What follows belongs to an exercise in optimizing a design on an open flow for small area and a short achievable clock period; a production flow would make more cautious choices. The RTL was checked by simulation tests, not by an equivalence proof against the original design.

--- design/flow/run.sh ---
#!/bin/bash
# synth_recipe.tcl (not shown) runs the flow's synth.tcl, then flattens the netlist and writes it again
# the make line also repeats each setting of config.mk as NAME=value (left out here)
make -C /OpenROAD-flow-scripts/flow DESIGN_CONFIG=/design/flow/config.mk WORK_HOME=/design/flow/orfs CLKGATE_MAP_FILE= SYNTH_SCRIPT=/design/flow/synth_recipe.tcl finish
--- design/flow/constraint.sdc ---
create_clock -name core_clock -period 180.0 [get_ports {iCLK}]
set_input_delay 36.0000 -clock core_clock [delete_from_list [all_inputs] [get_ports {iCLK}]]
set_output_delay 36.0000 -clock core_clock [all_outputs]
set_load 0.01 [all_outputs]
--- design/flow/design.v ---
module EdgeGray(
	input  [7:0] ig00, ig01, ig02, ig10, ig11, ig12, ig20, ig21, ig22,
	output [7:0] oEdgeGray
);
wire [63:0] w = {ig22, ig21, ig20, ig12, ig10, ig02, ig01, ig00};
wire [7:0]  ad [0:7];
wire [7:0]  sg;
genvar i;
generate for (i = 0; i < 8; i = i + 1) begin : g
	wire [7:0] d;
	wire       ge;
	SUBR #(8) sub(.a(w[8*i+7:8*i]), .b(ig11), .d(d), .ge(ge));
	assign sg[i] = ~ge;
	assign ad[i] = d ^ {8{~ge}};
end endgenerate
wire [8:0]  s01, s23, s45, s67;
wire [9:0]  s03, s47;
wire [10:0] s07, t;
RCA #(8)  a01(.a(ad[0]), .b(ad[1]), .ci(sg[0]), .s(s01[7:0]), .co(s01[8]));
RCA #(8)  a23(.a(ad[2]), .b(ad[3]), .ci(sg[1]), .s(s23[7:0]), .co(s23[8]));
RCA #(8)  a45(.a(ad[4]), .b(ad[5]), .ci(sg[2]), .s(s45[7:0]), .co(s45[8]));
RCA #(8)  a67(.a(ad[6]), .b(ad[7]), .ci(sg[3]), .s(s67[7:0]), .co(s67[8]));
RCA #(9)  a03(.a(s01), .b(s23), .ci(sg[4]), .s(s03[8:0]), .co(s03[9]));
RCA #(9)  a47(.a(s45), .b(s67), .ci(sg[5]), .s(s47[8:0]), .co(s47[9]));
RCA #(10) a07(.a(s03), .b(s47), .ci(sg[6]), .s(s07[9:0]), .co(s07[10]));
RCA #(11) fin(.a(s07), .b(11'd0), .ci(sg[7]), .s(t), .co());
wire [9:0] otmp = t[10:1];
wire [7:0] mid = otmp[7:0] - 8'd27;
assign oEdgeGray = (otmp > 10'd90) ? 8'd255 : (otmp < 10'd27) ? 8'd0 : {mid[5:0], 2'b00};
endmodule
module SobelEdgeGray(
	input  [7:0] ig00, ig01, ig02, ig10, ig11, ig12, ig20, ig21, ig22,
	output [7:0] oEdgeGray,
	output [7:0] oGauss
);
wire [8:0] s28, s06, s02, s68;
RCA #(8) u28(.a(ig02), .b(ig22), .ci(1'b0), .s(s28[7:0]), .co(s28[8]));
RCA #(8) u06(.a(ig00), .b(ig20), .ci(1'b0), .s(s06[7:0]), .co(s06[8]));
RCA #(8) u02(.a(ig00), .b(ig02), .ci(1'b0), .s(s02[7:0]), .co(s02[8]));
RCA #(8) u68(.a(ig20), .b(ig22), .ci(1'b0), .s(s68[7:0]), .co(s68[8]));
wire [9:0] t1, t2, t3, t4;
assign t1[0] = s28[0]; RCA #(8) u1(.a(s28[8:1]), .b(ig12), .ci(1'b0), .s(t1[8:1]), .co(t1[9]));
assign t2[0] = s06[0]; RCA #(8) u2(.a(s06[8:1]), .b(ig10), .ci(1'b0), .s(t2[8:1]), .co(t2[9]));
assign t3[0] = s68[0]; RCA #(8) u3(.a(s68[8:1]), .b(ig21), .ci(1'b0), .s(t3[8:1]), .co(t3[9]));
assign t4[0] = s02[0]; RCA #(8) u4(.a(s02[8:1]), .b(ig01), .ci(1'b0), .s(t4[8:1]), .co(t4[9]));
wire [9:0] gx, gy;
wire       px, py;
SUBR #(10) ux(.a(t1), .b(t2), .d(gx), .ge(px));
SUBR #(10) uy(.a(t3), .b(t4), .d(gy), .ge(py));
wire [10:0] s0, s;
RCA #(10) ua(.a(gx ^ {10{~px}}), .b(gy ^ {10{~py}}), .ci(~px), .s(s0[9:0]), .co(s0[10]));
RCA #(11) ub(.a(s0), .b(11'd0), .ci(~py), .s(s), .co());
assign oEdgeGray = s[10:9] != 2'b00 ? 8'd255 : s[8:1];
wire [10:0] g1;
RCA #(10) ug1(.a(t3), .b(t4), .ci(1'b0), .s(g1[9:0]), .co(g1[10]));
wire [8:0] e35;
RCA #(8) ug2(.a(ig10), .b(ig12), .ci(1'b0), .s(e35[7:0]), .co(e35[8]));
wire [10:0] g2;
RCA #(10) ug3(.a(g1[10:1]), .b({1'b0, e35}), .ci(1'b0), .s(g2[9:0]), .co(g2[10]));
wire [9:0] g3;
RCA #(10) ug4(.a(g2[10:1]), .b({2'b00, ig11}), .ci(1'b0), .s(g3), .co());
assign oGauss = g3[9:2];
endmodule
module RGB2HSI(
	input  [7:0] iR,
	input  [7:0] iG,
	input  [7:0] iB,
	input  [9:0] iSum,
	input  [9:0] iSum3,
	output [8:0] Hue,
	output [7:0] Intensity,
	output [3:0] oSq,
	output [9:0] oSr,
	output [3:0] oSn
);
assign Intensity = iSum3[7:0];
wire [7:0] unused0, unused1, unused2, unused3;
wire b_le_r, b_le_g, r_le_g, r_le_b;
SUBR #(8) c0(.a(iR), .b(iB), .d(unused0), .ge(b_le_r));
SUBR #(8) c1(.a(iG), .b(iB), .d(unused1), .ge(b_le_g));
SUBR #(8) c2(.a(iG), .b(iR), .d(unused2), .ge(r_le_g));
SUBR #(8) c3(.a(iB), .b(iR), .d(unused3), .ge(r_le_b));
wire b_sel = b_le_r & b_le_g;
wire r_sel = !b_sel & r_le_g & r_le_b;
wire [7:0] mn = b_sel ? iB : r_sel ? iR : iG;
wire [7:0] a  = b_sel ? iG : r_sel ? iB : iR;
wire [7:0] dn;
wire       unused4;
SUBR #(8) c4(.a(a), .b(mn), .d(dn), .ge(unused4));
wire [9:0] mn3;
assign mn3[0] = mn[0];
RCA #(8) m3(.a(mn), .b({1'b0, mn[7:1]}), .ci(1'b0), .s(mn3[8:1]), .co(mn3[9]));
wire [9:0] den;
wire       unused5;
SUBR #(10) c5(.a(iSum), .b(mn3), .d(den), .ge(unused5));
wire [14:0] num;
wire        unused6;
assign num[2:0] = 3'd0;
SUBR #(12) c6(.a({dn, 4'd0}), .b({4'd0, dn}), .d(num[14:3]), .ge(unused6));
wire [6:0] hq;
wire [8:0] hr;
DIVR #(15, 9, 7) hdiv(.x(num), .d(den[8:0]), .q(hq), .r(hr));
wire all_eq = (den == 10'd0);
wire [8:0] hoff = b_sel ? 9'd0 : r_sel ? 9'd120 : 9'd240;
wire [8:0] hsum;
RCA #(9) ho(.a({2'b00, hq}), .b(hoff), .ci(1'b0), .s(hsum), .co());
assign Hue = all_eq ? 9'd0 : hsum;
wire [17:0] sn;
wire        unused7;
SUBR #(18) c7(.a({mn3, 8'd0}), .b({8'd0, mn3}), .d(sn), .ge(unused7));
DIVR #(14, 10, 4) sdiv(.x(sn[17:4]), .d(iSum), .q(oSq), .r(oSr));
assign oSn = sn[3:0];
endmodule
module RGB2HSI_S(
	input  [9:0] iSum,
	input  [3:0] iSq,
	input  [9:0] iSr,
	input  [3:0] iSn,
	output [7:0] Saturation
);
wire [3:0] ql;
wire [9:0] r;
DIVR #(14, 10, 4) sdiv(.x({iSr, iSn}), .d(iSum), .q(ql), .r(r));
assign Saturation = (iSum == 10'd0) ? 8'd0 : ~{iSq, ql};
endmodule
module HSI2HSI_ALL(
	input  [8:0] iH,
	input  [7:0] iS,
	input  [7:0] iI,
	input        sw_H, sw_H1, sw_H2, sw_H3,
	input        sw_S, sw_S1, sw_S2, sw_S3,
	input        sw_I, sw_I1, sw_I2, sw_I3,
	output [8:0] oH,
	output [7:0] oS,
	output [7:0] oI
);
wire [1:0]  hc = {sw_H2, sw_H3};
wire [5:0]  L  = sw_H1 ? (6'd10 + {hc, 3'b000} + {hc, 1'b0}) : (6'd40 - {hc, 3'b000} - {hc, 1'b0});
wire [10:0] t1, t2;
RCA  #(11) ut1(.a({2'b00, iH}), .b({5'd0, L}), .ci(1'b0), .s(t1), .co());
wire unused0;
SUBR #(11) ut2(.a({2'b00, iH}), .b({5'd0, L}), .d(t2), .ge(unused0));
wire        t2n = t2[10];
wire        mid = (iH > 9'd60) && (iH <= 9'd240);
reg  [10:0] h_adj;
always @(*) begin
	if (!sw_H1) begin
		if (mid)            h_adj = (t1 > 11'd240) ? 11'd240 : t1;
		else if (t2n)       h_adj = t2 + 11'd360;
		else if ((iH > 9'd60) && (t2 < 11'd240)) h_adj = 11'd240;
		else                h_adj = t2;
	end else begin
		if (mid)            h_adj = (t2n || t2 < 11'd60) ? 11'd60 : t2;
		else if (t1 > 11'd360) h_adj = t1 - 11'd360;
		else if ((t1 > 11'd60) && (iH < 9'd240)) h_adj = 11'd60;
		else                h_adj = t1;
	end
end
wire [9:0] oH_w = sw_H ? h_adj[9:0] : {1'b0, iH};
assign oH = (oH_w > 10'd360) ? 9'd360 : oH_w[8:0];
function [7:0] pick_m(input [7:0] x, input [1:0] idx, input [6:0] s23);
	case (idx)
		2'd0: pick_m = {1'b0, x[7:1]};
		2'd1: pick_m = {1'b0, s23};
		2'd2: pick_m = {2'b00, x[7:2]};
		default: pick_m = {3'b000, x[7:3]};
	endcase
endfunction
wire [2:0] sc  = {sw_S1, sw_S2, sw_S3};
wire [1:0] sid = sc[2] ? ~sc[1:0] : sc[1:0];
wire [2:0] sn  = 3'd4 - {1'b0, sid};           
wire [6:0] s_s23;
RCA #(6) us23(.a(iS[7:2]), .b({1'b0, iS[7:3]}), .ci(1'b0), .s(s_s23[5:0]), .co(s_s23[6]));
wire [7:0] s_m = pick_m(iS, sid, s_s23);
wire s_lo  = ~iS[7];                               
wire s_A   = (iS > 8'd32) && (iS <= 8'd128);
wire s_B   = (iS > 8'd128) && (iS < 8'd224);
reg        s_plus, s_zero, s_keep;
reg [8:0]  s_k;
always @(*) begin
	s_zero = 1'b0; s_keep = 1'b0; s_plus = 1'b0; s_k = 9'd0;
	if (!sc[2]) begin
		if (s_lo) begin
			s_plus = (sc == 3'd0); s_zero = (sc == 3'd0);
		end else begin
			s_plus = 1'b1; s_k = -{1'b0, sn, 5'd0};       
		end
	end else begin
		if (s_A)      begin s_plus = 1'b1; s_k = -{4'd0, sn, 2'd0}; end     
		else if (s_B) begin
			s_plus = 1'b0;                                                       
			case (sid)
				2'd0: s_k = 9'd112; 2'd1: s_k = 9'd84; 2'd2: s_k = 9'd56; default: s_k = 9'd28;
			endcase
		end
		else          s_keep = 1'b1;
	end
end
wire [8:0] s_base = s_zero ? 9'd0 : {1'b0, iS};
wire [8:0] s_t, s_u;
RCA #(9) us1(.a(s_base), .b({1'b0, s_m} ^ {9{~s_plus}}), .ci(~s_plus), .s(s_t), .co());
RCA #(9) us2(.a(s_t), .b(s_k), .ci(1'b0), .s(s_u), .co());
wire [7:0] s_adj = s_keep ? iS : s_u[8] ? 8'd255 : s_u[7:0];
assign oS = sw_S ? s_adj : iS;
wire [2:0] ic  = {sw_I1, sw_I2, sw_I3};
wire [1:0] iid = ic[2] ? ~ic[1:0] : ic[1:0];
wire [2:0] inn = 3'd4 - {1'b0, iid};
wire [6:0] i_s23;
RCA #(6) ui23(.a(iI[7:2]), .b({1'b0, iI[7:3]}), .ci(1'b0), .s(i_s23[5:0]), .co(i_s23[6]));
wire [7:0] i_m = pick_m(iI, iid, i_s23);
wire i_lo  = (iI < 8'd64);
wire i_mid = !i_lo && (iI < 8'd192);
wire i_hi  = !i_lo && !i_mid;
wire i_zero = (ic == 3'd0 && i_mid) || (ic == 3'd7 && !i_mid);
wire i_plus = i_zero | (ic[2] ? i_mid : !i_mid);
wire [8:0] i_k16 = {2'b00, inn, 4'd0};
wire [8:0] i_k32 = {1'b0, inn, 5'd0};
wire [8:0] i_k = i_lo ? 9'd0 : i_mid ? (ic[2] ? -i_k16 : i_k16) : (ic[2] ? i_k32 : -i_k32);
wire [8:0] i_base = i_zero ? 9'd0 : {1'b0, iI};
wire [8:0] i_t, i_u;
RCA #(9) ui1(.a(i_base), .b({1'b0, i_m} ^ {9{~i_plus}}), .ci(~i_plus), .s(i_t), .co());
RCA #(9) ui2(.a(i_t), .b(i_k), .ci(1'b0), .s(i_u), .co());
wire [7:0] i_adj = i_u[8] ? 8'd255 : i_u[7:0];
assign oI = sw_I ? i_adj : iI;
endmodule
module HSI2RGB_A(
	input  [8:0]  iH,
	input  [7:0]  iS,
	input  [7:0]  iI,
	output [19:0] oY,      
	output [7:0]  oMin,
	output [8:0]  oA,      
	output [1:0]  oReg     
);
wire [15:0] IS;
MULU #(8, 8) m1(.a(iS), .b(iI), .p(IS));
wire [15:0] t255;
RCA #(16) d1(.a(IS), .b({8'd0, IS[15:8]}), .ci(1'b1), .s(t255), .co());
wire [7:0] q255 = t255[15:8];
wire unused0;
SUBR #(8) mn(.a(iI), .b(q255), .d(oMin), .ge(unused0));
wire [7:0] r;
RCA #(8) rr(.a(IS[7:0]), .b(q255), .ci(1'b0), .s(r), .co());
wire r85 = (r >= 8'd85), r170 = (r >= 8'd170);
RCA #(9) aa(.a({1'b0, q255}), .b({q255, r170}), .ci(r85), .s(oA), .co());
wire [7:0] b;
wire unused1;
SUBR #(8) bb(.a(r), .b(r170 ? 8'd170 : r85 ? 8'd85 : 8'd0), .d(b), .ge(unused1));
wire k1 = (iH >= 9'd120), k2 = (iH >= 9'd240);
assign oReg = {k2, k1 & ~k2};
wire [8:0] hh;
wire unused2;
SUBR #(9) hs(.a(iH), .b(k2 ? 9'd240 : k1 ? 9'd120 : 9'd0), .d(hh), .ge(unused2));
wire [22:0] ISh;
MULU #(16, 7) m2(.a(IS), .b(hh[6:0]), .p(ISh));
wire [7:0] kb = k2 ? {b[6:0], 1'b0} : k1 ? b : 8'd0;
wire [11:0] z;
wire unused3;
SUBR #(12) zz(.a({kb, 4'd0}), .b({4'd0, kb}), .d(z), .ge(unused3));
RCA #(20) yy(.a(ISh[22:3]), .b({8'd0, z}), .ci(1'b0), .s(oY), .co());
endmodule
module HSI2RGB(
	input  [19:0] iY,
	input  [7:0]  iMin,
	input  [8:0]  iA,
	input  [1:0]  iReg,
	output [7:0]  Red,
	output [7:0]  Green,
	output [7:0]  Blue
);
wire [20:0] t;
RCA #(20) q1(.a(iY), .b({8'd0, iY[19:8]}), .ci(1'b0), .s(t[19:0]), .co(t[20]));
wire [20:0] u255;
RCA #(21) q2(.a(t), .b({16'd0, t[20:16]}), .ci(1'b1), .s(u255), .co());
wire [11:0] y255 = u255[19:8];
wire [11:0] q12;
DIV5 #(12) q3(.x(y255), .q(q12));
wire [9:0] q = q12[9:0];
wire [8:0] m = {1'b0, iMin};
wire [8:0] ma, u, v;
RCA  #(9) u1(.a(m), .b(iA), .ci(1'b0), .s(ma), .co());
wire unused0;
SUBR #(9) u2(.a(ma), .b(q[8:0]), .d(u), .ge(unused0));
RCA  #(9) u3(.a(m), .b(q[8:0]), .ci(1'b0), .s(v), .co());
wire [7:0] uc = u[8] ? 8'd255 : u[7:0];
wire [7:0] vc = v[8] ? 8'd255 : v[7:0];
assign Red   = iReg[1] ? vc    : iReg[0] ? iMin : uc;
assign Green = iReg[1] ? iMin  : iReg[0] ? uc   : vc;
assign Blue  = iReg[1] ? uc    : iReg[0] ? vc   : iMin;
endmodule
module GAU_RGB(
	input  [7:0] iR, iG, iB,
	input  [9:0] iSum,
	input  [7:0] gray,
	input        edg,
	output [9:0] oDiff,
	input  [9:0] iD3,
	output [7:0] oR, oG, oB
);
wire [9:0] sum_g;
assign sum_g[0] = gray[0];
RCA #(8) u3(.a(gray), .b({1'b0, gray[7:1]}), .ci(1'b0), .s(sum_g[8:1]), .co(sum_g[9]));
wire [9:0] df;
wire       ge;    
SUBR #(10) us(.a(iSum), .b(sum_g), .d(df), .ge(ge));
wire [9:0] diff0 = df ^ {10{~ge}};
wire [9:0] diff;
RCA #(10) un(.a(diff0), .b(10'd0), .ci(~ge), .s(diff), .co());
assign oDiff = diff;
wire [9:0] d3 = iD3;
wire       dn = ge & (df != 10'd0);    
wire [2:0] qR, qG, qB;
GAU_Q qr(.c(iR), .d(d3[7:0]), .dn(dn), .q(qR));
GAU_Q qg(.c(iG), .d(d3[7:0]), .dn(dn), .q(qG));
GAU_Q qb(.c(iB), .d(d3[7:0]), .dn(dn), .q(qB));
COLOR_QUAN cq(.qR(qR), .qG(qG), .qB(qB), .edg(edg), .oR(oR), .oG(oG), .oB(oB));
endmodule
module GAU_Q(
	input  [7:0] c,
	input  [7:0] d,
	input        dn,
	output [2:0] q
);
wire [7:0] s;
wire       co;
RCA #(8) u(.a(c), .b(d ^ {8{dn}}), .ci(dn), .s(s), .co(co));
wire neg = dn & ~co;
wire [8:0] u9 = {co & ~dn, s};
assign q = neg             ? 3'd0 :
           (u9 >= 9'd204)  ? 3'd7 :
           (u9 >= 9'd172)  ? 3'd6 :
           (u9 >= 9'd140)  ? 3'd5 :
           (u9 >= 9'd128)  ? 3'd4 :
           (u9 >= 9'd116)  ? 3'd3 :
           (u9 >= 9'd84)   ? 3'd2 :
           (u9 >= 9'd52)   ? 3'd1 : 3'd0;
endmodule
module Blend(
	input  [7:0] iR, iG, iB,
	input        iEdge,      
	output [7:0] oR, oG, oB
);
wire [8:0] s1;
wire [9:0] sum;
RCA #(8) a1(.a(iR), .b(iG), .ci(1'b0), .s(s1[7:0]), .co(s1[8]));
RCA #(9) a2(.a(s1), .b({1'b0, iB}), .ci(1'b0), .s(sum[8:0]), .co(sum[9]));
wire dark = (sum < 10'd384);
wire [7:0] ur, ug, ub;
wire cr, cg, cb;
RCA #(8) br(.a(iR), .b(8'hFF), .ci(1'b0), .s(ur), .co(cr));
RCA #(8) bg(.a(iG), .b(8'hFF), .ci(1'b0), .s(ug), .co(cg));
RCA #(8) bb(.a(iB), .b(8'hFF), .ci(1'b0), .s(ub), .co(cb));
assign oR = !iEdge ? iR : dark ? {1'b0, iR[7:1]} : {cr, ur[7:1]};
assign oG = !iEdge ? iG : dark ? {1'b0, iG[7:1]} : {cg, ug[7:1]};
assign oB = !iEdge ? iB : dark ? {1'b0, iB[7:1]} : {cb, ub[7:1]};
endmodule
module COLOR_QUAN(
	input  [2:0] qR, qG, qB,
	input        edg,
	output [7:0] oR, oG, oB
);
function [7:0] lvl(input [2:0] q, input e);
	case ({e, q})
		4'b0000: lvl = 8'd32;  4'b0001: lvl = 8'd64;  4'b0010: lvl = 8'd96;  4'b0011: lvl = 8'd128;
		4'b0100: lvl = 8'd160; 4'b0101: lvl = 8'd192; 4'b0110: lvl = 8'd224; 4'b0111: lvl = 8'd255;
		4'b1000: lvl = 8'd8;   4'b1001: lvl = 8'd16;  4'b1010: lvl = 8'd24;  4'b1011: lvl = 8'd224;
		4'b1100: lvl = 8'd232; 4'b1101: lvl = 8'd240; 4'b1110: lvl = 8'd248; default: lvl = 8'd255;
	endcase
endfunction
assign oR = lvl(qR, edg);
assign oG = lvl(qG, edg);
assign oB = lvl(qB, edg);
endmodule
module Gray_Level(iRed, iGreen, iBlue, ogray);
    input  [7:0] iRed;
    input  [7:0] iGreen;
    input  [7:0] iBlue;
    output [7:0] ogray;
    wire   [8:0] s1;
    wire   [9:0] s, q;
    RCA #(8) a1(.a(iRed), .b(iGreen), .ci(1'b0), .s(s1[7:0]), .co(s1[8]));
    RCA #(9) a2(.a(s1), .b({1'b0, iBlue}), .ci(1'b0), .s(s[8:0]), .co(s[9]));
    DIV3 #(10) d(.x(s), .q(q));
    assign ogray = q[7:0];
endmodule
module RCA #(parameter N = 8) (
	input  [N-1:0] a,
	input  [N-1:0] b,
	input          ci,
	output [N-1:0] s,
	output         co
);
wire [N:0] c;
assign c[0] = ci;
genvar i;
generate for (i = 0; i < N; i = i + 1) begin : bit_
	assign s[i]   = a[i] ^ b[i] ^ c[i];
	assign c[i+1] = (a[i] & b[i]) | (a[i] & c[i]) | (b[i] & c[i]);
end endgenerate
assign co = c[N];
endmodule
module SUBR #(parameter N = 8) (
	input  [N-1:0] a,
	input  [N-1:0] b,
	output [N-1:0] d,
	output         ge
);
RCA #(N) u(.a(a), .b(~b), .ci(1'b1), .s(d), .co(ge));
endmodule
module DIVR #(parameter NN = 16, parameter ND = 8, parameter NQ = 8) (
	input  [NN-1:0] x,
	input  [ND-1:0] d,
	output [NQ-1:0] q,
	output [ND-1:0] r
);
wire [ND-1:0] rem [0:NQ];
assign rem[NQ] = x[NN-1:NQ];
genvar j;
generate for (j = NQ - 1; j >= 0; j = j - 1) begin : st
	wire [ND:0] t = {rem[j+1], x[j]};
	wire [ND:0] df;
	wire        ge;
	SUBR #(ND + 1) s(.a(t), .b({1'b0, d}), .d(df), .ge(ge));
	assign q[j]   = ge;
	assign rem[j] = ge ? df[ND-1:0] : t[ND-1:0];
end endgenerate
assign r = rem[0];
endmodule
module DIV3 #(parameter N = 10) (
	input  [N-1:0] x,
	output [N-1:0] q
);
wire [N:0] r1, r0;
assign r1[N] = 1'b0;
assign r0[N] = 1'b0;
genvar j;
generate for (j = N - 1; j >= 0; j = j - 1) begin : st
	assign q[j]  = r1[j+1] | (r0[j+1] & x[j]);
	assign r1[j] = x[j] ? r1[j+1] : r0[j+1];
	assign r0[j] = x[j] ? ~(r1[j+1] | r0[j+1]) : r1[j+1];
end endgenerate
endmodule
module DIV5 #(parameter N = 12) (
	input  [N-1:0] x,
	output [N-1:0] q
);
wire [2:0] r [0:N];
assign r[N] = 3'd0;
genvar j;
generate for (j = N - 1; j >= 0; j = j - 1) begin : st
	wire [3:0] t = {r[j+1], x[j]};     
	assign q[j] = (t >= 4'd5);
	assign r[j] = (t >= 4'd5) ? t[2:0] - 3'd5 : t[2:0];
end endgenerate
endmodule
module MULU #(parameter NA = 8, parameter NB = 8) (
	input  [NA-1:0]    a,
	input  [NB-1:0]    b,
	output [NA+NB-1:0] p
);
wire [NA-1:0] acc [0:NB-1];
wire          cy  [0:NB-1];
assign acc[0] = a & {NA{b[0]}};
assign cy[0]  = 1'b0;
assign p[0]   = acc[0][0];
genvar i;
generate for (i = 1; i < NB; i = i + 1) begin : row
	wire [NA-1:0] s;
	wire          co;
	RCA #(NA) u(.a({cy[i-1], acc[i-1][NA-1:1]}), .b(a & {NA{b[i]}}), .ci(1'b0), .s(s), .co(co));
	assign acc[i] = s;
	assign cy[i]  = co;
	assign p[i]   = s[0];
end endgenerate
assign p[NA+NB-1:NB] = {cy[NB-1], acc[NB-1][NA-1:1]};
endmodule
module RGB2RGB_TEMP(
	input  [7:0] iR, iG, iB,
	input        sw_T, sw_T1, sw_T2, sw_T3,
	output [7:0] oR, oG, oB
);
wire [1:0] c = {sw_T2, sw_T3};
wire [2:0] n = sw_T1 ? {1'b0, c} + 3'd1 : 3'd4 - {1'b0, c};
wire [4:0] L = {2'b00, n} + {1'b0, n, 1'b0};
wire [7:0] rg_d = {3'b000, L};
wire [7:0] b_d  = {2'b00, L, 1'b0};
wire rg_add = sw_T1, b_add = ~sw_T1;
wire [7:0] sr, sg, sb;
wire cr, cg, cb;
RCA #(8) ar(.a(iR), .b(rg_d ^ {8{~rg_add}}), .ci(~rg_add), .s(sr), .co(cr));
RCA #(8) ag(.a(iG), .b(rg_d ^ {8{~rg_add}}), .ci(~rg_add), .s(sg), .co(cg));
RCA #(8) ab(.a(iB), .b(b_d ^ {8{~b_add}}),   .ci(~b_add),  .s(sb), .co(cb));
function [7:0] sat(input [7:0] s, input co, input add);
	sat = add ? (co ? 8'd255 : s) : (co ? s : 8'd0);
endfunction
assign oR = !sw_T ? iR : sat(sr, cr, rg_add);
assign oG = !sw_T ? iG : sat(sg, cg, rg_add);
assign oB = !sw_T ? iB : sat(sb, cb, b_add);
endmodule
module vga_style_pipe(
	input             iCLK,
	input             iRST_N,
	input      [7:0]  iR,
	input      [7:0]  iG,
	input      [7:0]  iB,
	input      [7:0]  iW0,
	input      [7:0]  iW1,
	input      [7:0]  iW2,
	input      [7:0]  iW3,
	input      [7:0]  iW4,
	input      [7:0]  iW5,
	input      [7:0]  iW6,
	input      [7:0]  iW7,
	input      [7:0]  iW8,
	input      [2:0]  iSTYLE,
	input      [3:0]  iH_CTRL,
	input      [3:0]  iS_CTRL,
	input      [3:0]  iI_CTRL,
	input      [3:0]  iT_CTRL,
	input             iEdge,
	input             iPic,
	input      [7:0]  ikeypxl,
	input             ikey_valid,
	output reg [7:0]  oR,
	output reg [7:0]  oG,
	output reg [7:0]  oB
);
reg [7:0] p0_r, p0_g, p0_b;
reg [7:0] w0, w1, w2, w3, w4, w5, w6, w7, w8;
reg [2:0] sty0;
reg [3:0] hc0, sc0, ic0, tc0;
reg       edge0, pic0, kv0;
reg [7:0] kp0;
always @(posedge iCLK) begin
	p0_r <= iR; p0_g <= iG; p0_b <= iB;
	w0 <= iW0; w1 <= iW1; w2 <= iW2; w3 <= iW3; w4 <= iW4;
	w5 <= iW5; w6 <= iW6; w7 <= iW7; w8 <= iW8;
	sty0 <= iSTYLE; hc0 <= iH_CTRL; sc0 <= iS_CTRL; ic0 <= iI_CTRL; tc0 <= iT_CTRL;
	edge0 <= iEdge; pic0 <= iPic; kv0 <= ikey_valid; kp0 <= ikeypxl;
end
reg [2:0] vcnt;
always @(posedge iCLK or negedge iRST_N) begin
	if (!iRST_N)              vcnt <= 3'd0;
	else if (vcnt != 3'd7)    vcnt <= vcnt + 3'd1;
end
wire [4:0] sel = {tc0[0], pic0, edge0, sty0[1:0]};
wire is_edge = (sel == 5'b00100);
wire is_pic  = (sel == 5'b01000);
wire [7:0] e1, e2, gau;
EdgeGray      edge_gray(.ig00(w0), .ig01(w1), .ig02(w2), .ig10(w3), .ig11(w4),
	.ig12(w5), .ig20(w6), .ig21(w7), .ig22(w8), .oEdgeGray(e1));
SobelEdgeGray sobel_edge_gray(.ig00(w0), .ig01(w1), .ig02(w2), .ig10(w3), .ig11(w4),
	.ig12(w5), .ig20(w6), .ig21(w7), .ig22(w8), .oEdgeGray(e2), .oGauss(gau));
wire [8:0] fsum;
RCA #(8) fadd(.a(e1), .b(e2), .ci(1'b0), .s(fsum[7:0]), .co(fsum[8]));
wire [7:0] feat = fsum[8] ? 8'd255 : fsum[7:0];
wire       feat_sat = fsum[8] | (&fsum[7:0]);
wire [8:0] rg;
wire [9:0] rgb_sum;
RCA #(8) sadd1(.a(p0_r), .b(p0_g), .ci(1'b0), .s(rg[7:0]), .co(rg[8]));
RCA #(9) sadd2(.a(rg), .b({1'b0, p0_b}), .ci(1'b0), .s(rgb_sum[8:0]), .co(rgb_sum[9]));
wire [9:0] pic_diff, div3_in, div3_q;
assign div3_in = is_pic ? pic_diff : rgb_sum;
DIV3 #(10) div3(.x(div3_in), .q(div3_q));
wire [7:0] pic_r, pic_g, pic_b;
GAU_RGB gaus_rgb(.iR(p0_r), .iG(p0_g), .iB(p0_b), .iSum(rgb_sum), .gray(gau), .edg(feat_sat),
	.oDiff(pic_diff), .iD3(div3_q), .oR(pic_r), .oG(pic_g), .oB(pic_b));
wire [8:0] h_w;
wire [7:0] i_w;
wire [3:0] sq_w, sn_w;
wire [9:0] sr_w;
RGB2HSI rgb2hsi(.iR(p0_r), .iG(p0_g), .iB(p0_b), .iSum(rgb_sum), .iSum3(div3_q), .Hue(h_w), .Intensity(i_w),
	.oSq(sq_w), .oSr(sr_w), .oSn(sn_w));
wire [8:0] h_x;
wire [7:0] s_x, ia_w;
HSI2HSI_ALL hsi_i(h_w, 8'd0, i_w, 1'b0, 1'b0, 1'b0, 1'b0, 1'b0, 1'b0, 1'b0, 1'b0,
	ic0[0], ic0[1], ic0[2], ic0[3], h_x, s_x, ia_w);
wire fin_w   = kv0 | is_edge | is_pic;
wire hsi_w   = hc0[0] | sc0[0] | ic0[0];
wire [23:0] fin_val = kv0 ? {kp0, kp0, kp0} : is_edge ? ~{feat, feat, feat} : {pic_b, pic_g, pic_r};
wire [3:0] post_w = fin_w ? 4'b0000 : (sel == 5'b00001) ? 4'b0001 : (sel == 5'b00010) ? 4'b0010 :
                    (sel == 5'b10000) ? {1'b1, tc0[3:1]} : 4'b0000;
reg        hsi1, blend1;
reg [44:0] d1;
reg [3:0]  hc1, sc1;
reg [3:0]  post1;
always @(posedge iCLK) begin
	hsi1   <= hsi_w & ~fin_w;
	d1     <= (hsi_w & ~fin_w) ? {h_w, ia_w, sq_w, sr_w, sn_w, rgb_sum}
	                           : {21'd0, fin_w ? fin_val : {p0_b, p0_g, p0_r}};
	hc1    <= hc0; sc1 <= sc0;
	blend1 <= sty0[2] & (e1 == 8'd255) & ~fin_w;
	post1  <= post_w;
end
wire [7:0] s_w;
RGB2HSI_S rgb2hsi_s(.iSum(d1[9:0]), .iSq(d1[27:24]), .iSr(d1[23:14]), .iSn(d1[13:10]), .Saturation(s_w));
wire [8:0] h2;
wire [7:0] s2, i2;
HSI2HSI_ALL hsh(d1[44:36], s_w, d1[35:28], hc1[0], hc1[1], hc1[2], hc1[3],
	sc1[0], sc1[1], sc1[2], sc1[3], 1'b0, 1'b0, 1'b0, 1'b0, h2, s2, i2);
reg        hsi2, blend2;
reg [24:0] d2;
reg [3:0]  post2;
always @(posedge iCLK) begin
	hsi2   <= hsi1;
	d2     <= hsi1 ? {h2, s2, i2} : {1'b0, d1[23:0]};
	blend2 <= blend1;
	post2  <= post1;
end
wire [19:0] pp;
wire [7:0]  pmin;
wire [8:0]  pis2;
wire [1:0]  preg;
HSI2RGB_A hsi2rgb_a(.iH(d2[24:16]), .iS(d2[15:8]), .iI(d2[7:0]), .oY(pp), .oMin(pmin), .oA(pis2), .oReg(preg));
reg        hsi3, blend3;
reg [38:0] d3;
reg [3:0]  post3;
always @(posedge iCLK) begin
	hsi3   <= hsi2;
	d3     <= hsi2 ? {pp, pmin, pis2, preg} : {15'd0, d2[23:0]};
	blend3 <= blend2;
	post3  <= post2;
end
wire [7:0] x_r, x_g, x_b;
HSI2RGB hsi2rgb(.iY(d3[38:19]), .iMin(d3[18:11]), .iA(d3[10:2]), .iReg(d3[1:0]),
	.Red(x_r), .Green(x_g), .Blue(x_b));
reg        blend4;
reg [23:0] d4;
reg [3:0]  post4;
always @(posedge iCLK) begin
	d4     <= hsi3 ? {x_b, x_g, x_r} : d3[23:0];
	blend4 <= blend3;
	post4  <= post3;
end
wire [7:0] y_r, y_g, y_b;
Blend sharpener(.iR(d4[7:0]), .iG(d4[15:8]), .iB(d4[23:16]), .iEdge(blend4),
	.oR(y_r), .oG(y_g), .oB(y_b));
wire [7:0] gray;
Gray_Level gray_level(.iRed(y_r), .iGreen(y_g), .iBlue(y_b), .ogray(gray));
wire [7:0] t_r, t_g, t_b;
RGB2RGB_TEMP rgb_temp(.iR(y_r), .iG(y_g), .iB(y_b), .sw_T(1'b1), .sw_T1(post4[0]),
	.sw_T2(post4[1]), .sw_T3(post4[2]), .oR(t_r), .oG(t_g), .oB(t_b));
reg [23:0] z;
always @(*) begin
	if (post4[3])          z = {t_b, t_g, t_r};
	else if (post4[0])     z = {gray, gray, gray};
	else if (post4[1])     z = ~{y_b, y_g, y_r};
	else                   z = {y_b, y_g, y_r};
end
reg [23:0] d5, d6;
always @(posedge iCLK) begin
	d5 <= z;
	d6 <= d5;
end
always @(posedge iCLK or negedge iRST_N) begin
	if (!iRST_N) begin
		oR <= 8'd0;
		oG <= 8'd0;
		oB <= 8'd0;
	end else begin
		oR <= (vcnt == 3'd7) ? d6[7:0]   : 8'd0;
		oG <= (vcnt == 3'd7) ? d6[15:8]  : 8'd0;
		oB <= (vcnt == 3'd7) ? d6[23:16] : 8'd0;
	end
end
endmodule
--- design/flow/config.mk ---
export PLATFORM = sky130hd
export DESIGN_NAME = vga_style_pipe
export DESIGN_NICKNAME = vga_style_pipe
export VERILOG_FILES = /design/flow/design.v
export SDC_FILE = /design/flow/constraint.sdc
export NUM_CORES = 4
export LEC_CHECK = 0
export ABC_AREA = 1
export CAP_MARGIN = 20
export CORE_MARGIN = 2
export CORE_UTILIZATION = 40
export PLACE_DENSITY = 0.6
export SLEW_MARGIN = 20
==> results.txt, run 1 <==
outcome=finished clean; Cells after Synth=4672; Critical Path RT=between 100 and 150 ns; largest family of logic cells by synthesized area=adder cells; mapped cell area=40500 um^2; area delta synth->final=10.68%; die height=between 300 and 400 um; Post-CTS Setup Bufs=0; Routability Congestion=0.9143; CTS max path bufs=3; CTS tree=yes; simple-gate portion of the synthesized area=between 10 and 15%; Worst-path clk slew=0.06 ns; Vias=slightly below 30000; Total Die Area=~100000 um^2; slowest CP cell=clkdlybuf4s50_1; Critical Path Fanout Max=1; Layout Skew=0.01488 ns; yosys warns=10; Final Core Density=44.69%; Total Nets Final=roughly 5900; largest net degree at the start of global routing=50; final worst-path cycle share=about a fifth; vias in the first global route=just over 30000; fillers=9876; Rel. slew slack=between 20 and 30%; post-synthesis mux area share=0.2070%; Seq/Total Area, Yosys=around 18%; Final Setup Violations=0; core box area=100300 um^2; CTS root buf=clkbuf_16; Congestion Overflow GR=0; DRT iter0 DRCs=1563; WL/cell=15.53 um; Hold WS=roughly 0.32 ns; initial antenna violation count=1; CP Buf/Inv Count=1; startpoint types=register; syn_area_per_cell=8.668 um^2; wirelength, routed=roughly 96000 um; Synth Register Bits=365; Ant. Diodes=0; Final Max Slew Viols=0; Post-synth EDFFs=0; Skew-Pair Late Insertion Delay=about 0.6 ns; post-layout min period=about 37 ns; Fin. Hold Viols=0; Crit Reg-Reg Startpoint=p0_b[0]$_DFF_P_; fmax=0.02670 GHz; fraction of layout cells with a size suffix above 1=4.376%; Starting Density=40.38%; RSZ-0062 raised after global routing=no; All-Layer GR Usage=19.13%; number of placement rows=116; worst min-delay path class=reg -> reg; dpl cell area=about 43000 um^2; Worst path max stage delay=around 0.54 ns; Async SR Flop Fraction=under 10%; post-synth top area share=approximately a third; setup TNS=0 ns; Post-synth top cells=inv_1 (1015), nand2_1 (837), fa_1 (706); adder-cell share of the synthesized area=43.35%; min-delay src=post3[0]$_DFF_P_; hold_buf cts=0; Synth area leaders=fa_1 (35%), dfxtp_1 (17%), inv_1 (9.4%), ha_1 (8.4%), nand2_1 (7.8%); delay-heaviest family, CP=buffers and inverters; most used flip-flop cell after synthesis=dfxtp_1; DRT Pass-1 Iters=6; total CTS buffers=43; Boundary Pins=~150; top-count cell post-synth=inv_1; critical path, cell by cell=clkdlybuf4s50_1; Setup CP Type=reg -> out; # port buffers=about 150; Slew @ Worst Pin=1.086 ns; Yosys top cell by area=fa_1; post-route ant nets=0; Die W=roughly 320 um; Worst setup startpoint=oG[7]$_DFF_PN0_; Critical Path Sink Type=output port; Synth Area in Compound Gates=about a tenth; design area=between 40000 and 50000 um^2; number of max-cap violations=0; DRC violations left=0; dpl hpwl=~80000 um; H-tree depth=2; first-pass GRT wire length=around 160000 um; routed vias/inst=4.767; Cell variety after synth=70; XOR/XNOR share of the synthesized area=~3.6%; crit path DAT=roughly 1.5 ns; clock sinks=about 370; # resized after CTS=0; Synth Net Count=5777
## final timing paths
path	endpoint	slack (ns)	cells after the start
hold / removal	post4[0]$_DFF_P_	0.32	0
max in group asynchronous	oG[1]$_DFF_PN0_	143.93	2
min in group asynchronous	oG[3]$_DFF_PN0_	35.80	2
hold reg to reg	post4[0]$_DFF_P_	0.32	0
setup / recovery	oG[7]	142.54	1
setup reg to reg	d1[36]$_SDFF_PP0_	152.48	108
## final cells by class
| type | instances | area [um^2] | area share [%] |
|---|---|---|---|
| inverters | 1037 | 3897 | 8.696 |
| well taps | 1357 | 1698 | 3.788 |
| multi-input cells | 3150 | 28690 | 64.02 |
| clock buffers | 57 | 1210 | 2.700 |
| clock inverters | 20 | 226.5 | 0.5053 |
| repair buffers | 170 | 1654 | 3.691 |
| flip-flops and latches | 365 | 7442 | 16.60 |
## state kept, by name (all words and copies together) (netlist names), 24 cells and up
signal  cells
d6         24
d2         25
d4         24
d1         45
d3         39
d5         24
## per-layer routing
layer | part of all wire, % | routed length [um] | GRT usage [%]
met1 | 44 | 42310 | 24.85
met2 | 49 | 46390 | 33.14
met3 | 4.7 | 4509 | 3.102
met4 | 2.5 | 2383 | 4.901
met5 | 0.013 | 12 | 0
## through the flow
stage / cells / setup WS [ns]
6_report: 6156 / 142.54
2_1_floorplan: 4672 / 143.62
5_1_grt: 6156 / 142.47
3_3_place_gp: 6079 / 143.17
3_5_place_dp: 6079 / 143.14
4_1_cts: 6156 / 142.48
## kinds of logic (layout without fill, tap and decap cells)
logic type,Yosys count,count (layout)
AOI/OAI and AO/OA,661,661
xor gates and xnor gates,165,165
adders and majority gates,980,980
buffers and inverters,1157,1284
DFF,365,365
muxes,8,8
and+or+nand+nor,1336,1336
## layout by cell type, fill, tap and decap left out, types with 20 or more instances in the layout
cell,instances
dfxtp_1,338
o22ai_1,56
xnor2_1,55
fa_1,706
dfrtp_1,27
nor2_1,277
a21oi_1,115
clkbuf_16,44
o211ai_1,48
nor3_1,27
o21ai_1,20
o21ai_0,258
nand2_1,837
or2_2,26
nand2_2,24
ha_1,271
o221ai_1,32
xor2_1,110
nand3_1,90
clkdlybuf4s50_1,151
inv_1,1015
==> run 2: changes to the inputs <==
--- a/design/flow/design.v
+++ b/design/flow/design.v
@@ -68,10 +68,8 @@
 	input  [9:0] iSum,
 	input  [9:0] iSum3,
 	output [8:0] Hue,
-	output [7:0] Intensity,
-	output [3:0] oSq,
-	output [9:0] oSr,
-	output [3:0] oSn
+	output [7:0] Saturation,
+	output [7:0] Intensity
 );
 assign Intensity = iSum3[7:0];
 wire [7:0] unused0, unused1, unused2, unused3;
@@ -108,20 +106,10 @@
 wire [17:0] sn;
 wire        unused7;
 SUBR #(18) c7(.a({mn3, 8'd0}), .b({8'd0, mn3}), .d(sn), .ge(unused7));
-DIVR #(14, 10, 4) sdiv(.x(sn[17:4]), .d(iSum), .q(oSq), .r(oSr));
-assign oSn = sn[3:0];
-endmodule
-module RGB2HSI_S(
-	input  [9:0] iSum,
-	input  [3:0] iSq,
-	input  [9:0] iSr,
-	input  [3:0] iSn,
-	output [7:0] Saturation
-);
-wire [3:0] ql;
-wire [9:0] r;
-DIVR #(14, 10, 4) sdiv(.x({iSr, iSn}), .d(iSum), .q(ql), .r(r));
-assign Saturation = (iSum == 10'd0) ? 8'd0 : ~{iSq, ql};
+wire [7:0] sq;
+wire [9:0] sr;
+DIVR #(18, 10, 8) sdiv(.x(sn), .d(iSum), .q(sq), .r(sr));
+assign Saturation = (iSum == 10'd0) ? 8'd0 : ~sq;
 endmodule
 module HSI2HSI_ALL(
 	input  [8:0] iH,
@@ -566,90 +554,73 @@
 GAU_RGB gaus_rgb(.iR(p0_r), .iG(p0_g), .iB(p0_b), .iSum(rgb_sum), .gray(gau), .edg(feat_sat),
 	.oDiff(pic_diff), .iD3(div3_q), .oR(pic_r), .oG(pic_g), .oB(pic_b));
 wire [8:0] h_w;
-wire [7:0] i_w;
-wire [3:0] sq_w, sn_w;
-wire [9:0] sr_w;
-RGB2HSI rgb2hsi(.iR(p0_r), .iG(p0_g), .iB(p0_b), .iSum(rgb_sum), .iSum3(div3_q), .Hue(h_w), .Intensity(i_w),
-	.oSq(sq_w), .oSr(sr_w), .oSn(sn_w));
-wire [8:0] h_x;
-wire [7:0] s_x, ia_w;
-HSI2HSI_ALL hsi_i(h_w, 8'd0, i_w, 1'b0, 1'b0, 1'b0, 1'b0, 1'b0, 1'b0, 1'b0, 1'b0,
-	ic0[0], ic0[1], ic0[2], ic0[3], h_x, s_x, ia_w);
+wire [7:0] s_w, i_w;
+RGB2HSI rgb2hsi(.iR(p0_r), .iG(p0_g), .iB(p0_b), .iSum(rgb_sum), .iSum3(div3_q), .Hue(h_w),
+	.Saturation(s_w), .Intensity(i_w));
 wire fin_w   = kv0 | is_edge | is_pic;
 wire hsi_w   = hc0[0] | sc0[0] | ic0[0];
 wire [23:0] fin_val = kv0 ? {kp0, kp0, kp0} : is_edge ? ~{feat, feat, feat} : {pic_b, pic_g, pic_r};
 wire [3:0] post_w = fin_w ? 4'b0000 : (sel == 5'b00001) ? 4'b0001 : (sel == 5'b00010) ? 4'b0010 :
                     (sel == 5'b10000) ? {1'b1, tc0[3:1]} : 4'b0000;
 reg        hsi1, blend1;
-reg [44:0] d1;
-reg [3:0]  hc1, sc1;
+reg [24:0] d1;
+reg [3:0]  hc1, sc1, ic1;
 reg [3:0]  post1;
 always @(posedge iCLK) begin
 	hsi1   <= hsi_w & ~fin_w;
-	d1     <= (hsi_w & ~fin_w) ? {h_w, ia_w, sq_w, sr_w, sn_w, rgb_sum}
-	                           : {21'd0, fin_w ? fin_val : {p0_b, p0_g, p0_r}};
-	hc1    <= hc0; sc1 <= sc0;
+	d1     <= (hsi_w & ~fin_w) ? {h_w, s_w, i_w} : {1'b0, fin_w ? fin_val : {p0_b, p0_g, p0_r}};
+	hc1    <= hc0; sc1 <= sc0; ic1 <= ic0;
 	blend1 <= sty0[2] & (e1 == 8'd255) & ~fin_w;
 	post1  <= post_w;
 end
-wire [7:0] s_w;
-RGB2HSI_S rgb2hsi_s(.iSum(d1[9:0]), .iSq(d1[27:24]), .iSr(d1[23:14]), .iSn(d1[13:10]), .Saturation(s_w));
 wire [8:0] h2;
 wire [7:0] s2, i2;
-HSI2HSI_ALL hsh(d1[44:36], s_w, d1[35:28], hc1[0], hc1[1], hc1[2], hc1[3],
-	sc1[0], sc1[1], sc1[2], sc1[3], 1'b0, 1'b0, 1'b0, 1'b0, h2, s2, i2);
+HSI2HSI_ALL hsh(d1[24:16], d1[15:8], d1[7:0], hc1[0], hc1[1], hc1[2], hc1[3],
+	sc1[0], sc1[1], sc1[2], sc1[3], ic1[0], ic1[1], ic1[2], ic1[3], h2, s2, i2);
+wire [19:0] pp;
+wire [7:0]  pmin;
+wire [8:0]  pis2;
+wire [1:0]  preg;
+HSI2RGB_A hsi2rgb_a(.iH(h2), .iS(s2), .iI(i2), .oY(pp), .oMin(pmin), .oA(pis2), .oReg(preg));
 reg        hsi2, blend2;
-reg [24:0] d2;
+reg [38:0] d2;
 reg [3:0]  post2;
 always @(posedge iCLK) begin
 	hsi2   <= hsi1;
-	d2     <= hsi1 ? {h2, s2, i2} : {1'b0, d1[23:0]};
+	d2     <= hsi1 ? {pp, pmin, pis2, preg} : {15'd0, d1[23:0]};
 	blend2 <= blend1;
 	post2  <= post1;
 end
-wire [19:0] pp;
-wire [7:0]  pmin;
-wire [8:0]  pis2;
-wire [1:0]  preg;
-HSI2RGB_A hsi2rgb_a(.iH(d2[24:16]), .iS(d2[15:8]), .iI(d2[7:0]), .oY(pp), .oMin(pmin), .oA(pis2), .oReg(preg));
-reg        hsi3, blend3;
-reg [38:0] d3;
+wire [7:0] x_r, x_g, x_b;
+HSI2RGB hsi2rgb(.iY(d2[38:19]), .iMin(d2[18:11]), .iA(d2[10:2]), .iReg(d2[1:0]),
+	.Red(x_r), .Green(x_g), .Blue(x_b));
+reg        blend3;
+reg [23:0] d3;
 reg [3:0]  post3;
 always @(posedge iCLK) begin
-	hsi3   <= hsi2;
-	d3     <= hsi2 ? {pp, pmin, pis2, preg} : {15'd0, d2[23:0]};
+	d3     <= hsi2 ? {x_b, x_g, x_r} : d2[23:0];
 	blend3 <= blend2;
 	post3  <= post2;
 end
-wire [7:0] x_r, x_g, x_b;
-HSI2RGB hsi2rgb(.iY(d3[38:19]), .iMin(d3[18:11]), .iA(d3[10:2]), .iReg(d3[1:0]),
-	.Red(x_r), .Green(x_g), .Blue(x_b));
-reg        blend4;
-reg [23:0] d4;
-reg [3:0]  post4;
-always @(posedge iCLK) begin
-	d4     <= hsi3 ? {x_b, x_g, x_r} : d3[23:0];
-	blend4 <= blend3;
-	post4  <= post3;
-end
 wire [7:0] y_r, y_g, y_b;
-Blend sharpener(.iR(d4[7:0]), .iG(d4[15:8]), .iB(d4[23:16]), .iEdge(blend4),
+Blend sharpener(.iR(d3[7:0]), .iG(d3[15:8]), .iB(d3[23:16]), .iEdge(blend3),
 	.oR(y_r), .oG(y_g), .oB(y_b));
 wire [7:0] gray;
 Gray_Level gray_level(.iRed(y_r), .iGreen(y_g), .iBlue(y_b), .ogray(gray));
 wire [7:0] t_r, t_g, t_b;
-RGB2RGB_TEMP rgb_temp(.iR(y_r), .iG(y_g), .iB(y_b), .sw_T(1'b1), .sw_T1(post4[0]),
-	.sw_T2(post4[1]), .sw_T3(post4[2]), .oR(t_r), .oG(t_g), .oB(t_b));
+RGB2RGB_TEMP rgb_temp(.iR(y_r), .iG(y_g), .iB(y_b), .sw_T(1'b1), .sw_T1(post3[0]),
+	.sw_T2(post3[1]), .sw_T3(post3[2]), .oR(t_r), .oG(t_g), .oB(t_b));
 reg [23:0] z;
 always @(*) begin
-	if (post4[3])          z = {t_b, t_g, t_r};
-	else if (post4[0])     z = {gray, gray, gray};
-	else if (post4[1])     z = ~{y_b, y_g, y_r};
+	if (post3[3])          z = {t_b, t_g, t_r};
+	else if (post3[0])     z = {gray, gray, gray};
+	else if (post3[1])     z = ~{y_b, y_g, y_r};
 	else                   z = {y_b, y_g, y_r};
 end
-reg [23:0] d5, d6;
+reg [23:0] d4, d5, d6;
 always @(posedge iCLK) begin
-	d5 <= z;
+	d4 <= z;
+	d5 <= d4;
 	d6 <= d5;
 end
 always @(posedge iCLK or negedge iRST_N) begin
==> run 2 against run 1 <==
Still clean. Synthesized area decreased by 2.5%. Critical path depth unchanged. Cell area decreased by 2.5%. Setup slack got worse by 0.020 ns. Clock skew increased by 0.020 ns. Via count decreased by 1.3%. Clock-buffer cell count decreased by 6. Register-to-register slack got worse by 9.6 ns. Non-clock buffer count decreased by 2. Global-route usage increased by 0.47 points. Critical path type unchanged. Critical endpoint is now oR[4].
==> results.txt, run 2 <==
Async SR Flop Fraction=slightly below 8%; outcome=finished clean; Reg-to-Reg End=d1[8]$_DFF_P_; fillers=roughly 9800; WL/cell=about 16 um; final worst-path cycle share=between 20% and 30%; worst-case reg-to-reg path depth=around 130; first-pass GRT wire length=~160000 um; CTS root buf=clkbuf_16; Vias=28950; Synth Register Bits=342; number of max-cap violations=0; Cells after Synth=around 4500; initial antenna violation count=2; H-tree depth=2; worst min-delay path class=reg -> reg; DRT Pass-1 Iters=5; Worst path max stage delay=0.53 ns; clock sinks=roughly 340; crit path DAT=1.48 ns; mapped cell area=between 30000 and 40000 um^2; post-route ant nets=0; All-Layer GR Usage=between 10% and 20%; hold endpoint=d6[15]$_DFF_P_; Highest Signal Layer=met5; Final Max Slew Viols=0; Final Worst Setup Slack=between 100 and 150 ns; Seq/Total Area, Yosys=~18%; fmax=between 0.02 and 0.03 GHz; Die W=between 300 and 400 um; Post-synth EDFFs=0; Boundary Pins=about 150; Fin. Hold Viols=0; routed vias/inst=between 4 and 5; Starting Density=about two fifths; RSZ-0062 raised after global routing=no; delay-heaviest family, CP=buffers and inverters; core box area=between 90000 and 100000 um^2; Critical Path Sink Type=output port; CTS max path bufs=3; die height=roughly 320 um; number of placement rows=115; total CTS buffers=39; CP Buf/Inv Count=1; Post-synth top cells=inv_1 (910), nand2_1 (814), fa_1 (709); largest net degree at the start of global routing=between 40 and 50; wirelength, routed=96380 um; Congestion Overflow GR=0; startpoint types=register; Post-CTS Setup Bufs=0; CTS tree=yes; vias in the first global route=just under 30000; syn_area_per_cell=between 8 and 9 um^2; largest reg by FF count=d2; Critical Path RT=about 140 ns; Ant. Diodes=0; Total Nets Final=between 5000 and 6000; Synth Net Count=approximately 5600; Critical Path Fanout Max=1; Slew @ Worst Pin=around 1.0 ns; metal2 WL=around 46000 um; Synth area leaders=fa_1 (36%), dfxtp_1 (16%), ha_1 (8.7%), inv_1 (8.7%), nand2_1 (7.7%); Crit Reg-Reg Startpoint=p0_b[1]$_DFF_P_; dpl cell area=between 40000 and 50000 um^2; area delta synth->final=10.67%; Largest regs=d2 (39), d1 (25); # port buffers=around 150; wl on met1=43120 um; post-layout min period=about 37 ns; design area=43680 um^2; Final Setup Violations=0; most used flip-flop cell after synthesis=dfxtp_1; top-count cell post-synth=inv_1; Routability Congestion=0.9272; post-synth top area share=35.96%; yosys warns=10; Setup CP Type=reg -> out; Skew-Pair Late Insertion Delay=0.62 ns; Place WS=143.10 ns; metal3 WL=4512 um; DRC violations left=0; fraction of layout cells with a size suffix above 1=4.837%; Worst-path clk slew=about 0.06 ns; DRT iter0 DRCs=1698; min-delay src=d5[15]$_DFF_P_; commonest non-fill, non-tap cell in the layout=inv_1; Yosys top cell by area=fa_1; most frequent cells in the layout=inv_1 (910), nand2_1 (814), fa_1 (709); max reg flops=39; hold_buf cts=0; critical path, cell by cell=clkdlybuf4s50_1; Layout Skew=~0.035 ns; slowest CP cell=clkdlybuf4s50_1; flop-to-flop setup slack=around 140 ns; setup TNS=0 ns; # resized after CTS=0; Cell variety after synth=between 60 and 70; worst hold path depth=0; Rel. slew slack=31.61%; Total Die Area=101200 um^2; dpl hpwl=between 80000 and 90000 um
==> run 2: changes by cell type after synthesis, sizes merged, moves of 8 or more <==
cell / previous run / this run
inv: 1030 / 931
o21ai: 294 / 333
or2: 27 / 51
clkbuf: 108 / 85
dfxtp: 338 / 315
nand2: 865 / 843
o221ai: 32 / 15
o211ai: 48 / 39
a21boi: 12 / 4
a32o: 2 / 10
buf: 12 / 20
==> run 2: how the worst max path moves through the flow <==
stage	depth (start not counted)	slack, ns	to	start
2_1_floorplan	0	143.62	oB[0]	oB[0]$_DFF_PN0_
6_report	1	142.52	oR[4]	oR[4]$_DFF_PN0_
4_1_cts	1	142.46	oR[4]	oR[4]$_DFF_PN0_
5_1_grt	132	141.03	d1[8]$_DFF_P_	p0_b[1]$_DFF_P_
3_3_place_gp	1	143.17	oG[7]	oG[7]$_DFF_PN0_
3_5_place_dp	132	143.10	d1[8]$_DFF_P_	p0_b[1]$_DFF_P_
==> run 2: cells by family (layout without fill, tap and decap cells) <==
family                   Yosys count  in the layout  share of synthesized area, %
AO/OA/AOI/OAI                    657            657                         9.840
XOR/XNOR                         166            166                         3.684
adder cells (fa/ha/maj)          986            986                         44.72
buffers and inverters           1041           1176                         10.03
flip-flops                       342            342                         17.69
multiplexers                       4              4                        0.1078
AND/OR/NAND/NOR                 1321           1321                         13.93
==> run 2: per-stage QoR <==
step,std cells,hold WS [ns],utilization (%)
floorplan,4517,0.3096,-
global placement,5867,0.3105,43.09
detailed placement,5867,0.3121,43.09
CTS,5939,0.3228,44.51
global route,5939,0.3266,44.51
finish,5939,0.3205,44.51
==> run 2: cell type report <==
cell class                      count  area [um^2]  share of cell area [%]
Inverter                          936         3516                   8.049
Clock buffer                       51         1051                   2.406
Timing Repair Buffer              168         1639                   3.753
Tap cell                         1287         1610                   3.687
Clock inverter                     21        344.1                  0.7877
Sequential cell                   342         6982                   15.98
Multi-Input combinational cell   3134        28540                   65.33
==> run 2: routing by layer <==
metal / vias to the layer above / track usage (%)
li1: 14090 / -
met1: 14030 / 26.51
met2: 691 / 33.14
met3: 142 / 2.385
met4: 2 / 5.487
met5: - / 0
==> run 3: changes to the inputs <==
--- a/design/flow/design.v
+++ b/design/flow/design.v
@@ -557,6 +557,10 @@
 wire [7:0] s_w, i_w;
 RGB2HSI rgb2hsi(.iR(p0_r), .iG(p0_g), .iB(p0_b), .iSum(rgb_sum), .iSum3(div3_q), .Hue(h_w),
 	.Saturation(s_w), .Intensity(i_w));
+wire [8:0] h_x;
+wire [7:0] s_x, ia_w;
+HSI2HSI_ALL hsi_i(h_w, 8'd0, i_w, 1'b0, 1'b0, 1'b0, 1'b0, 1'b0, 1'b0, 1'b0, 1'b0,
+	ic0[0], ic0[1], ic0[2], ic0[3], h_x, s_x, ia_w);
 wire fin_w   = kv0 | is_edge | is_pic;
 wire hsi_w   = hc0[0] | sc0[0] | ic0[0];
 wire [23:0] fin_val = kv0 ? {kp0, kp0, kp0} : is_edge ? ~{feat, feat, feat} : {pic_b, pic_g, pic_r};
@@ -564,19 +568,19 @@
                     (sel == 5'b10000) ? {1'b1, tc0[3:1]} : 4'b0000;
 reg        hsi1, blend1;
 reg [24:0] d1;
-reg [3:0]  hc1, sc1, ic1;
+reg [3:0]  hc1, sc1;
 reg [3:0]  post1;
 always @(posedge iCLK) begin
 	hsi1   <= hsi_w & ~fin_w;
-	d1     <= (hsi_w & ~fin_w) ? {h_w, s_w, i_w} : {1'b0, fin_w ? fin_val : {p0_b, p0_g, p0_r}};
-	hc1    <= hc0; sc1 <= sc0; ic1 <= ic0;
+	d1     <= (hsi_w & ~fin_w) ? {h_w, s_w, ia_w} : {1'b0, fin_w ? fin_val : {p0_b, p0_g, p0_r}};
+	hc1    <= hc0; sc1 <= sc0;
 	blend1 <= sty0[2] & (e1 == 8'd255) & ~fin_w;
 	post1  <= post_w;
 end
 wire [8:0] h2;
 wire [7:0] s2, i2;
 HSI2HSI_ALL hsh(d1[24:16], d1[15:8], d1[7:0], hc1[0], hc1[1], hc1[2], hc1[3],
-	sc1[0], sc1[1], sc1[2], sc1[3], ic1[0], ic1[1], ic1[2], ic1[3], h2, s2, i2);
+	sc1[0], sc1[1], sc1[2], sc1[3], 1'b0, 1'b0, 1'b0, 1'b0, h2, s2, i2);
 wire [19:0] pp;
 wire [7:0]  pmin;
 wire [8:0]  pis2;
@@ -594,32 +598,26 @@
 wire [7:0] x_r, x_g, x_b;
 HSI2RGB hsi2rgb(.iY(d2[38:19]), .iMin(d2[18:11]), .iA(d2[10:2]), .iReg(d2[1:0]),
 	.Red(x_r), .Green(x_g), .Blue(x_b));
-reg        blend3;
-reg [23:0] d3;
-reg [3:0]  post3;
-always @(posedge iCLK) begin
-	d3     <= hsi2 ? {x_b, x_g, x_r} : d2[23:0];
-	blend3 <= blend2;
-	post3  <= post2;
-end
+wire [23:0] x3 = hsi2 ? {x_b, x_g, x_r} : d2[23:0];
 wire [7:0] y_r, y_g, y_b;
-Blend sharpener(.iR(d3[7:0]), .iG(d3[15:8]), .iB(d3[23:16]), .iEdge(blend3),
+Blend sharpener(.iR(x3[7:0]), .iG(x3[15:8]), .iB(x3[23:16]), .iEdge(blend2),
 	.oR(y_r), .oG(y_g), .oB(y_b));
 wire [7:0] gray;
 Gray_Level gray_level(.iRed(y_r), .iGreen(y_g), .iBlue(y_b), .ogray(gray));
 wire [7:0] t_r, t_g, t_b;
-RGB2RGB_TEMP rgb_temp(.iR(y_r), .iG(y_g), .iB(y_b), .sw_T(1'b1), .sw_T1(post3[0]),
-	.sw_T2(post3[1]), .sw_T3(post3[2]), .oR(t_r), .oG(t_g), .oB(t_b));
+RGB2RGB_TEMP rgb_temp(.iR(y_r), .iG(y_g), .iB(y_b), .sw_T(1'b1), .sw_T1(post2[0]),
+	.sw_T2(post2[1]), .sw_T3(post2[2]), .oR(t_r), .oG(t_g), .oB(t_b));
 reg [23:0] z;
 always @(*) begin
-	if (post3[3])          z = {t_b, t_g, t_r};
-	else if (post3[0])     z = {gray, gray, gray};
-	else if (post3[1])     z = ~{y_b, y_g, y_r};
+	if (post2[3])          z = {t_b, t_g, t_r};
+	else if (post2[0])     z = {gray, gray, gray};
+	else if (post2[1])     z = ~{y_b, y_g, y_r};
 	else                   z = {y_b, y_g, y_r};
 end
-reg [23:0] d4, d5, d6;
+reg [23:0] d3, d4, d5, d6;
 always @(posedge iCLK) begin
-	d4 <= z;
+	d3 <= z;
+	d4 <= d3;
 	d5 <= d4;
 	d6 <= d5;
 end
--- a/design/flow/config.mk
+++ b/design/flow/config.mk
@@ -9,5 +9,8 @@
 export CAP_MARGIN = 20
 export CORE_MARGIN = 2
 export CORE_UTILIZATION = 40
+export CTS_BUF_LIST = sky130_fd_sc_hd__clkbuf_8
+export CTS_CLUSTER_DIAMETER = 60
+export CTS_CLUSTER_SIZE = 18
 export PLACE_DENSITY = 0.6
 export SLEW_MARGIN = 20
==> run 3 against run 2 <==
Synthesized area shrank 0.64%. Via count shrank 1.7%. Synthesized cell count shrank 1.3%. Critical path type unchanged. Clock skew grew 0.047 ns. Hold slack lost 0.0059 ns. Critical endpoint is now oG[7]. Cell area shrank 1.9%. Die area shrank 0.63%. Flip-flop and latch count shrank 9.
==> results.txt, run 3 <==
outcome=finished clean; largest reg by FF count=d2; dpl hpwl=80970 um; setup TNS=0 ns; Cell variety after synth=69; CP Buf/Inv Count=1; yosys warns=10; final worst-path cycle share=approximately a fifth; XOR/XNOR share of the synthesized area=under 10%; worst-case reg-to-reg path depth=128; most frequent cells in the layout=inv_1 (907), nand2_1 (817), fa_1 (710); slowest CP cell=clkdlybuf4s50_1; Post-CTS Setup Bufs=0; routed vias/inst=slightly below 5; Boundary Pins=~150; H-tree depth=2; post-synth top area share=a little over a third; DRT Pass-1 Iters=6; Die W=317.1 um; core box area=around 97000 um^2; critical path, cell by cell=clkdlybuf4s50_1; CTS tree=yes; # port buffers=roughly 150; CTS max path bufs=3; commonest non-fill, non-tap cell in the layout=inv_1; Synth Net Count=5572; Rel. slew slack=between 30% and 40%; Routability Congestion=between 0.9 and 1; number of placement rows=around 110; Post-synth top cells=inv_1 (902), nand2_1 (817), fa_1 (710); Critical Path RT=approximately 140 ns; first-pass GRT wire length=between 150000 and 200000 um; Largest regs=d2 (39), d1 (25); CTS root buf=clkbuf_8; largest net degree at the start of global routing=57; Worst-path clk slew=approximately 0.1 ns; RSZ-0062 raised after global routing=no; Reg-to-Reg End=d1[8]$_DFF_P_; hold_buf cts=0; DRT iter0 DRCs=1946; Total Die Area=just over 100000 um^2; Total Nets Final=roughly 5700; fraction of layout cells with a size suffix above 1=4.619%; Final Max Slew Viols=0; Critical Path Sink Type=output port; mapped cell area=about 40000 um^2; Skew-Pair Late Insertion Delay=around 0.7 ns; Vias=between 20000 and 30000; Synth Register Bits=333; Seq/Total Area, Yosys=about 17%; max reg flops=39; Slew @ Worst Pin=slightly above 1 ns; flop-to-flop setup slack=143.12 ns; post-layout min period=around 38 ns; die height=roughly 320 um; clock sinks=around 330; post-synthesis mux area share=less than 1%; syn_area_per_cell=about 8.8 um^2; Layout Skew=~0.082 ns; WL/cell=around 16 um; # resized after CTS=0; fillers=about 9500; area delta synth->final=9.227%; total CTS buffers=35; initial antenna violation count=2; DRC violations left=0; Synth Area in Compound Gates=a little under 10%; startpoint types=register; Critical Path Fanout Max=1; Post-Layout Cell Count=~6000; Post-synth EDFFs=0; placed cells=5805; Fin. Hold Viols=0; largest family of logic cells by synthesized area=adder cells; vias in the first global route=29250; adder-cell share of the synthesized area=45.13%; number of max-cap violations=0; wirelength, routed=94120 um; post-route ant nets=0; Starting Density=between 40% and 50%; Worst setup startpoint=oG[7]$_DFF_PN0_; worst min-delay path class=reg -> reg; Congestion Overflow GR=0; Cells after Synth=roughly 4500; Synth area leaders=fa_1 (36%), dfxtp_1 (16%), ha_1 (8.8%), inv_1 (8.6%), nand2_1 (7.8%); Worst path depth=1; Setup CP Type=reg -> out; crit path DAT=around 1.6 ns; Async SR Flop Fraction=under 10%; Final Setup Violations=0; most used flip-flop cell after synthesis=dfxtp_1; All-Layer GR Usage=19.67%; delay-heaviest family, CP=buffers and inverters; Crit Reg-Reg Startpoint=p0_g[1]$_DFF_P_; simple-gate portion of the synthesized area=~14%; Worst path max stage delay=about 0.55 ns; Yosys top cell by area=fa_1; crit path to=oG[7]; fmax=0.02662 GHz; top-count cell post-synth=inv_1
-- run 3: cell types whose count changed after synthesis, moves of 9 or more --
cell	change
o21ai_1	-11
dfxtp_1	-9
o221ai_1	+11
o21ai_0	-44
nand3_1	-15
or2_2	-19
o22ai_1	-17
-- run 3: cell type report --
class	instances	area (um^2)	share of cell area (%)
diodes	1	2.502	0.005842
inverters	935	3512	8.199
clock buffers	36	495.5	1.157
flip-flops and latches	333	6803	15.88
well taps	1276	1597	3.727
clock inverters	25	271.5	0.6339
multi-input cells	3092	28510	66.55
repair buffers	169	1647	3.844
-- run 3: per-stage QoR --
stage	instance area (um^2)	utilization (%)	worst slack [ns]	hold WS [ns]
2_1_floorplan	39220	-	143.62	0.3096
3_3_place_gp	42060	43.36	143.16	0.3099
3_5_place_dp	42060	43.36	143.15	0.3121
4_1_cts	42820	44.15	142.35	0.3147
5_1_grt	42830	44.16	141.29	0.3195
6_report	42830	44.16	142.43	0.3145
-- run 3: cell families (layout without fill, tap and decap cells) --
logic type	count (synthesis)	after routing
and+or+nand+nor	1304	1304
other	0	1
DFF	333	333
buffers and inverters	1033	1165
muxes	4	4
AOI/OAI and AO/OA	625	625
xor gates and xnor gates	170	170
adders and majority gates	989	989
-- run 3: how the worst min path moves through the flow --
stage	startpoint	end	slack, ns	cells past startpoint
6_report	d4[3]$_DFF_P_	d5[3]$_DFF_P_	0.31	0
5_1_grt	d4[3]$_DFF_P_	d5[3]$_DFF_P_	0.32	0
4_1_cts	d4[3]$_DFF_P_	d5[3]$_DFF_P_	0.31	0
3_5_place_dp	d3[11]$_DFF_P_	d4[11]$_DFF_P_	0.31	0
3_3_place_gp	d3[11]$_DFF_P_	d4[11]$_DFF_P_	0.31	0
2_1_floorplan	blend1$_DFF_P_	blend2$_DFF_P_	0.31	0
-- run 3: layer usage --
| metal | track usage (%) | vias up | routed length (um) |
|---|---|---|---|
| met5 | 0 | - | 0 |
| met1 | 25.98 | 13660 | 41480 |
| li1 | - | 13940 | - |
| met4 | 5.783 | 0 | 2841 |
| met2 | 33.60 | 699 | 45150 |
| met3 | 2.726 | 146 | 4636 |

## static timing again, ports no longer ideal
The results above use ideal ports. As a check the final layouts listed here were re-extracted and re-timed, cells and wires unchanged. Step 1 sets driving cells, clkbuf_16 on the clock port and buf_2 on the other inputs (assumed; they add their load-dependent delay and slew). Step 2 moves the port delays by t, midway between the first and last clock arrival at a register: inputs arrive t later, outputs are due t later. That takes back most of the time a late clock gives input paths. Three values: ideal, step 1, step 2; two values: the first two.
run	t (ns)	slack for setup (ns)	worst hold slack (ns)	latest minus earliest clock arrival (ns)	worst register clock-pin slew, ns
run 1	0.654	142.542 / 142.476 / 143.130	0.324 / 0.324 / 0.324	0.016 / 0.016	0.07 / 0.07
run 2	0.671	142.522 / 142.455 / 142.899	0.320 / 0.320 / 0.320	0.035 / 0.035	0.08 / 0.08
run 3	0.732	142.432 / 142.365 / 143.097	0.315 / 0.315 / 0.315	0.082 / 0.082	0.10 / 0.10
After both steps setup and hold are still met in every run listed.
